Background: an optimization exercise with open tools, aiming at small area. Do not read the settings as production practice. Only simulation tests tie the RTL to the original design; equivalence was not proved. Power is estimated from default activity; no workload was simulated.

===== design/flow/config.mk =====
export PLATFORM = sky130hd
export DESIGN_NAME = block_controller
export DESIGN_NICKNAME = block_controller
export VERILOG_FILES = /design/flow/design.v
export SDC_FILE = /design/flow/constraint.sdc
export NUM_CORES = 4
export LEC_CHECK = 0
export CAP_MARGIN = 20
export CORE_MARGIN = 2
export CORE_UTILIZATION = 40
export SLEW_MARGIN = 20

===== design/flow/constraint.sdc =====
create_clock -name core_clock -period 10.0 [get_ports {clk}]
set_input_delay 2.0000 -clock core_clock [delete_from_list [all_inputs] [get_ports {clk}]]
set_output_delay 2.0000 -clock core_clock [all_outputs]
set_load 0.01 [all_outputs]

===== design/flow/design.v =====
`timescale 1ns / 1ps
module block_controller(
	input clk,
	input bright,
	input rst,
	input left, input right, input p2left, input p2right,
	input two_player,
	input ack,
	input [9:0] hCount, vCount,
	output [11:0] rgb,
	output reg [15:0] score,
	output [15:0] p2score,
	output reg [15:0] highscore
   );
	localparam INI = 2'b00, START = 2'b01, DONE = 2'b10, TWO = 2'b11;
	function [10:0] sub10;
		input [9:0] a, b;
		integer i; reg br;
		begin
			br = 1'b0;
			for (i = 0; i < 10; i = i + 1) begin
				sub10[i] = a[i] ^ b[i] ^ br;
				br = (~a[i] & b[i]) | (~(a[i] ^ b[i]) & br);
			end
			sub10[10] = br;
		end
	endfunction
	function [9:0] add10;
		input [9:0] a, b;
		integer i; reg c;
		begin
			c = 1'b0;
			for (i = 0; i < 10; i = i + 1) begin
				add10[i] = a[i] ^ b[i] ^ c;
				c = (a[i] & b[i]) | ((a[i] ^ b[i]) & c);
			end
		end
	endfunction
	function le10;
		input [9:0] a, k;
		integer i; reg r;
		begin
			r = 1'b1;
			for (i = 0; i < 10; i = i + 1)
				r = (~a[i] & k[i]) | (~(a[i] ^ k[i]) & r);
			le10 = r;
		end
	endfunction
	function gt16;
		input [15:0] a, b;
		integer i; reg r;
		begin
			r = 1'b0;
			for (i = 0; i < 16; i = i + 1)
				r = (a[i] & ~b[i]) | (~(a[i] ^ b[i]) & r);
			gt16 = r;
		end
	endfunction
	function [8:0] step9;
		input [8:0] p;
		input en, down;
		integer i; reg t;
		begin
			t = en;
			for (i = 0; i < 9; i = i + 1) begin
				step9[i] = p[i] ^ t;
				t = t & (p[i] ^ down);
			end
		end
	endfunction
	function [15:0] inc16;
		input [15:0] s;
		input en;
		integer i; reg t;
		begin
			t = en;
			for (i = 0; i < 16; i = i + 1) begin
				inc16[i] = s[i] ^ t;
				t = t & s[i];
			end
		end
	endfunction
	reg [1:0] game_state;
	reg [9:0] xpos, ypos;
	reg [8:0] p1, p2;           
	reg nbg_r, nbg_b;           
	reg dx_s;                   
	reg [1:0] dx_m;
	reg dy_s, dy_m;             
	reg [3:0] debounce;
	assign p2score = 16'd0;
	wire in_ini   = game_state == INI;
	wire in_start = game_state == START;
	wire in_two   = game_state == TWO;
	wire in_done  = game_state == DONE;
	wire in_play  = game_state[0];
	wire v_p1 = ~le10(vCount, 10'd449) & le10(vCount, 10'd460);
	wire v_p2 = ~le10(vCount, 10'd89)  & le10(vCount, 10'd100);
	wire [8:0] pr_sel = vCount[8] ? p1 : p2;
	wire [10:0] hq = sub10({1'b0, hCount[9:1]}, {1'b0, pr_sel});    
	wire h_pad = ~hq[10] & ~|hq[9:5] & le10({5'd0, hq[4:0]}, 10'd25) & (hCount[0] | |hq[4:0]);
	wire paddle  = v_p1 & h_pad;
	wire paddle2 = v_p2 & h_pad & in_two;
	wire [10:0] bh = sub10(hCount, xpos);
	wire [10:0] bv = sub10(vCount, ypos);
	wire h_in = bh[10] ? &bh[9:2] : (~|bh[9:3] & ~(bh[2] & (bh[1] | bh[0])));
	wire v_in = bv[10] ? &bv[9:2] : (~|bv[9:3] & ~(bv[2] & (bv[1] | bv[0])));
	wire [2:0] ah = {bh[10] ? ~(bh[1] | bh[0]) : bh[2], bh[1] ^ (bh[10] & bh[0]), bh[0]};
	wire [2:0] av = {bv[10] ? ~(bv[1] | bv[0]) : bv[2], bv[1] ^ (bv[10] & bv[0]), bv[0]};
	wire xge2 = |xpos[9:1];
	wire xge4 = |xpos[9:2];
	wire xge3 = xge4 | (xpos[1] & xpos[0]);
	reg shape;
	always @(*) begin
		case (av)
			3'd0, 3'd1: shape = xge4;
			3'd2: shape = ~(ah[2] & ~ah[1] & ~ah[0]) & xge3;
			3'd3: shape = ~ah[2] & ~(ah[1] & ah[0]) & xge2;
			default: shape = ah == 3'd0;
		endcase
	end
	wire ball = h_in & v_in & shape;
	wire r = paddle | (~paddle2 & ~ball & ~nbg_r);
	wire g = ~paddle & (paddle2 | ~ball);
	wire b = ~paddle & ~paddle2 & (ball | ~nbg_b);
	assign rgb = bright ? {{4{r}}, {4{g}}, {4{b}}} : 12'd0;
	wire db_ok = ~|debounce[3:1];                 
	wire db_b1 = ~debounce[0] & ~db_ok;
	wire db_b2 = db_b1 & ~debounce[1];
	wire db_b3 = db_b2 & ~debounce[2];
	wire [3:0] db_dec = {debounce[3] ^ db_b3, debounce[2] ^ db_b2, debounce[1] ^ db_b1,
	                     debounce[0] ^ (debounce[0] | ~db_ok)};
	wire top   = in_start & le10(ypos, 10'd41);
	wire wall  = le10(xpos, 10'd150) | ~le10(xpos, 10'd778);
	wire zone1 = ~le10(ypos, 10'd444);
	wire zone2 = in_two & le10(ypos, 10'd105);
	wire [8:0] pg_sel = zone1 ? p1 : p2;
	wire [10:0] gq = sub10({1'b0, xpos[9:1]}, {1'b0, pg_sel});      
	wire on_pad = ~gq[10] & ~|gq[9:5] & le10({5'd0, gq[4:0]}, 10'd25) & (xpos[0] | |gq[4:0]);
	wire hit  = (zone1 | zone2) & on_pad;
	wire miss = (zone1 | zone2) & ~on_pad;
	wire bump = db_ok & ~top & ~wall;             
	wire [9:0] u = {4'd0, gq[4:0], xpos[0]};
	wire r0 = le10(u, 10'd10);       
	wire r1 = le10(u, 10'd20);       
	wire r2 = le10(u, 10'd31);       
	wire r3 = le10(u, 10'd41);       
	wire nx_s = r1;
	wire [1:0] nx_m = {r0 | ~r3, r1 & ~r0 | r3 & ~r2};
	wire ny_m = r2 & ~r1;
	wire [9:0] dxv = {{8{dx_s & |dx_m}}, dx_m[1] | (dx_s & dx_m[0]), dx_m[0]};
	wire [9:0] dyv = {{8{dy_s}}, dy_m | dy_s, ~dy_m};
	wire p1_up = right & le10({1'b0, p1}, 10'd371);
	wire p1_dn = ~right & left & ~le10({1'b0, p1}, 10'd71);
	wire p2_up = p2right & le10({1'b0, p2}, 10'd371);
	wire p2_dn = ~p2right & p2left & ~le10({1'b0, p2}, 10'd71);
	always @(posedge clk, posedge rst) begin
		if (rst) begin
			game_state <= INI;
			nbg_r <= 1'b0; nbg_b <= 1'b0;
			score <= 16'd0;
			highscore <= 16'd0;
			dx_s <= 1'b0; dx_m <= 2'd0;
			dy_s <= 1'b0; dy_m <= 1'b0;
		end else begin
			case (game_state)
			INI: begin
				game_state <= two_player ? TWO : START;
				score <= 16'd0;
			end
			DONE: begin
				if (gt16(score, highscore)) highscore <= score;
				if (ack) game_state <= INI;
			end
			default: begin
				if (miss) game_state <= DONE;
				if (hit) begin
					dx_s <= nx_s; dx_m <= nx_m;
					dy_s <= zone1; dy_m <= ny_m;
				end else begin
					if (top & db_ok) dy_s <= ~dy_s;
					if (wall & db_ok & ~top) dx_s <= ~dx_s;
				end
				if (hit & bump) begin
					score <= inc16(score, 1'b1);
					if (in_start) begin
						nbg_r <= ~nbg_r; nbg_b <= nbg_r;
					end else begin
						nbg_r <= zone1; nbg_b <= ~zone1;
					end
				end
			end
			endcase
		end
	end
	always @(posedge clk) begin
		if (in_ini) begin
			xpos <= 10'd450;
			ypos <= 10'd150;
			p1 <= 9'd212;
			p2 <= 9'd212;
			debounce <= 4'd0;
		end else begin
			if (in_play) begin
				xpos <= add10(xpos, dxv);
				ypos <= add10(ypos, dyv);
				if (top | wall | hit) debounce <= 4'd10;
				else debounce <= db_dec;
				p1 <= step9(p1, p1_up | p1_dn, p1_dn);
			end
			p2 <= step9(p2, p2_up | p2_dn, p2_dn);
		end
	end
endmodule

===== design/flow/run.sh =====
#!/bin/bash
# synth_recipe.tcl (not shown) runs the flow's synth.tcl, then flattens the netlist and writes it again
# the make line also repeats each setting of config.mk as NAME=value (left out here)
make -C /OpenROAD-flow-scripts/flow DESIGN_CONFIG=/design/flow/config.mk WORK_HOME=/design/flow/orfs CLKGATE_MAP_FILE= SYNTH_SCRIPT=/design/flow/synth_recipe.tcl finish

==> flow_summary.ini <==
[power]
power_density_mw_per_mm2 = 249
ir_worst_vdd_uv = 127
cellLeakagePower_nw = 3.42

[final_layout]
antenna_cells = 0
utilization = 0.474
areaGrowthSynthToFinish_pct = 16.3
multi_input_area_mm2 = 0.00467
regArea_mm2 = 0.00187
nets = 923
fillerInstances = 1597
layout-drive-gt1-share = 0.0887

[flow_run]
maxCapViolations = 0

[yosys]
synth_edf_count = 0
yosys.cell_count.top_type = inv_1
synth_common_cells = 65 x inv_1, 61 x nand2_1, 50 x fa_1, 44 x nand3_1, 42 x dfxtp_1
yosys.area.top_type = dfrtp_1
synthFlopType = dfxtp_1
synthesis.area_mm2 = 0.00702
synthArstFlopShare = 0.494
netlist_instances = 764
synth.area.top_cells = dfrtp_1 15%, fa_1 14%, dfxtp_1 12%
ys_types = 70
ys_ff_latch = 83
synth_top_area_share = 0.146
ys_seq_area_frac = 0.266
ys_warn_count = 1
syn_area_per_cell_um2 = 9.19

[critical_path]
worstPathRequired_ps = 8000
cp.arrival_ps = 7740
path_max_fanout = 4
path_class = primary input to primary output
endpoint_kind = primary output
start_kind = primary input

[clock_tree]
numCtsBuffers = 9
insertion_delay_ps = 350
clock_sinks = 83
cts_tree = built
cts_max_level = 3
clkSlewWorstSetupHoldPaths_ps = 60
clockBufferDepth = 2
cts_root_buf = clkbuf_16

[die]
die_h_um = 136
die-area_mm2 = 0.0186
fp-row-count = 48
num_io_pins = 89
start_util = 0.407
die_x_um = 136
coreArea_mm2 = 0.0172

[place]
port_buffers = 72
dpl.hpwl_mm = 13.6
place_congestion = 0.877

[grt]
grt_max_degree = 45
grt_usage = 0.202
grt_pass1_vias = 5798
grt-ovfl-total = 0
grt_pass1_wl_mm = 29.7
antenna_found_initial = 0

[timing]
relSlewSlack = 0.339
fin_crit_sh = 0.974
rsz0062_at_grt = false
clock.fmax_mhz = 103
finalClockSkew_ps = 9.24
worstMarginPinSlew_ps = 985
setup_viol = 0
totalNegativeSetupSlack_ps = 0
period_minus_slack_ps = 9740
hold_viol = 0
slew_violations = 0

[route]
ant_nets = 0
wl_per_cell_um = 17.4
drtPass1Iterations = 5
vias_per_cell = 5.65
num_vias = 5858
drt_iter0_drc = 343
route.detailed.drc = 0
routed_wl_mm = 18.0

[hold_path]
min_path_type = flip-flop to flip-flop

[run_status]
status = finished clean
## routing by layer
metal	vias up	track usage	wire length (um)
met2	140	0.343	8910
li1	2794	-	-
met3	21	0.0309	657
met4	0	0.0509	253
met5	-	0	0
met1	2903	0.271	8190
## power by group
part           switching (mW)  internal, mW  total, mW
logic                   0.627         0.487       1.11
registers               0.149         0.422      0.571
clock network           0.149         0.202      0.351
## through the flow
stage	power [mW]	std cells	setup slack [ps]	instance area, um^2	hold slack, ps
final	2.04	1037	261	8160	500
after global routing	2.23	1037	50.1	8160	545
after CTS	2.03	1036	4.17	8130	504
after detailed placement	1.66	1020	-556	7790	489
after global placement	1.61	1019	-213	7780	479
after floorplan	1.39	779	748	7070	465
## cell type report
cell class                 instances  share of cell area
tap                              225              0.0345
sequential                        83               0.229
clock buffer                      11              0.0297
multi-input combinational        566               0.572
inverter                          65              0.0299
clock inverter                     5             0.00767
timing repair buffer              82              0.0975
## layout by cell type (no fill, tap or decap), types with 13 or more instances in the layout
cell type	instances
inv_1	64
nand2_1	61
clkdlybuf4s50_1	60
nand3_1	44
fa_1	44
dfxtp_1	42
dfrtp_1	41
ha_1	37
nor2_1	34
mux2i_1	29
o211ai_1	25
o21ai_0	23
a21oi_1	16
a22oi_1	16
conb_1	16
nor3_1	14
mux2_2	13
## path summary, 6_finish.rpt
check	start	end	slack (ps)	cells past startpoint
max	hCount[0]	rgb[2]	260	19
min	debounce[2]	debounce[2]	500	1
max reg2reg	ypos[4]	nbg_r	4020	23
min reg2reg	debounce[2]	debounce[2]	500	1
max in group asynchronous	rst	dy_m	7540	3
min in group asynchronous	rst	score[2]	2080	3
## worst max-delay path, cell delays in order
cell	delay (ps)
clkdlybuf4s50_1	430
inv_1	70
ha_1	130
inv_1	50
fa_2	340
fa_2	360
fa_2	350
fa_2	350
fa_1	390
fa_1	400
fa_2	350
fa_1	390
fa_1	470
or4b_1	550
a211oi_2	280
o221ai_2	170
nor4b_2	300
o2bb2ai_2	170
buf_2	170
## kinds of logic after synthesis
kind of cell,count (synthesis),share of synthesized area
buf+inv,130,0.0874
fa+ha+maj,87,0.209
simple gates,233,0.174
xor+xnor,14,0.0175
flops,83,0.266
mux,42,0.0622
compound gates,174,0.184
other cells,1,0.000534
## sequential cells by signal (all words and copies together) (netlist names)
name        cells
debounce        4
dx_m            2
dx_s            1
dy_m            1
dy_s            1
game_state      2
highscore      16
nbg_b           1
nbg_r           1
p1              9
p2              9
score          16
xpos           10
ypos           10
## repair_timing
item	4_1_cts	5_1_grt
endpoints found under the setup margin	12	12
resized for setup	18	20
hold buffers	0	0
setup buffers	0	1
pin swaps	3	5
cloned	0	0

==> static timing again, ports no longer ideal <==
The flow's constraints put no driver on any port. The routed layout listed below was extracted and timed again, unchanged, in two steps. Step 1 (the two cells are an assumption about what drives the block):
set clk [get_ports {clk}]
set_driving_cell -lib_cell sky130_fd_sc_hd__clkbuf_16 $clk
set_driving_cell -lib_cell sky130_fd_sc_hd__buf_2 [delete_from_list [all_inputs] $clk]
Step 2, shift: input delay + t, output delay - t, t = (earliest + latest rising clock arrival at the registers) / 2. This alone moves slack from input paths to output paths. Three values: ideal ports, drivers, drivers and shift; two values: the first two.
t (ns): 0.387
setup WS [ns]: 0.261 / 0.241 / 0.241
hold WS [ns]: 0.500 / 0.500 / 0.500
cell pins on the clock port's net: 1
After both steps this run still meets setup and hold. For this run, drivers alone change the setup slack by -0.020 ns; drivers and shift together by -0.020 ns.
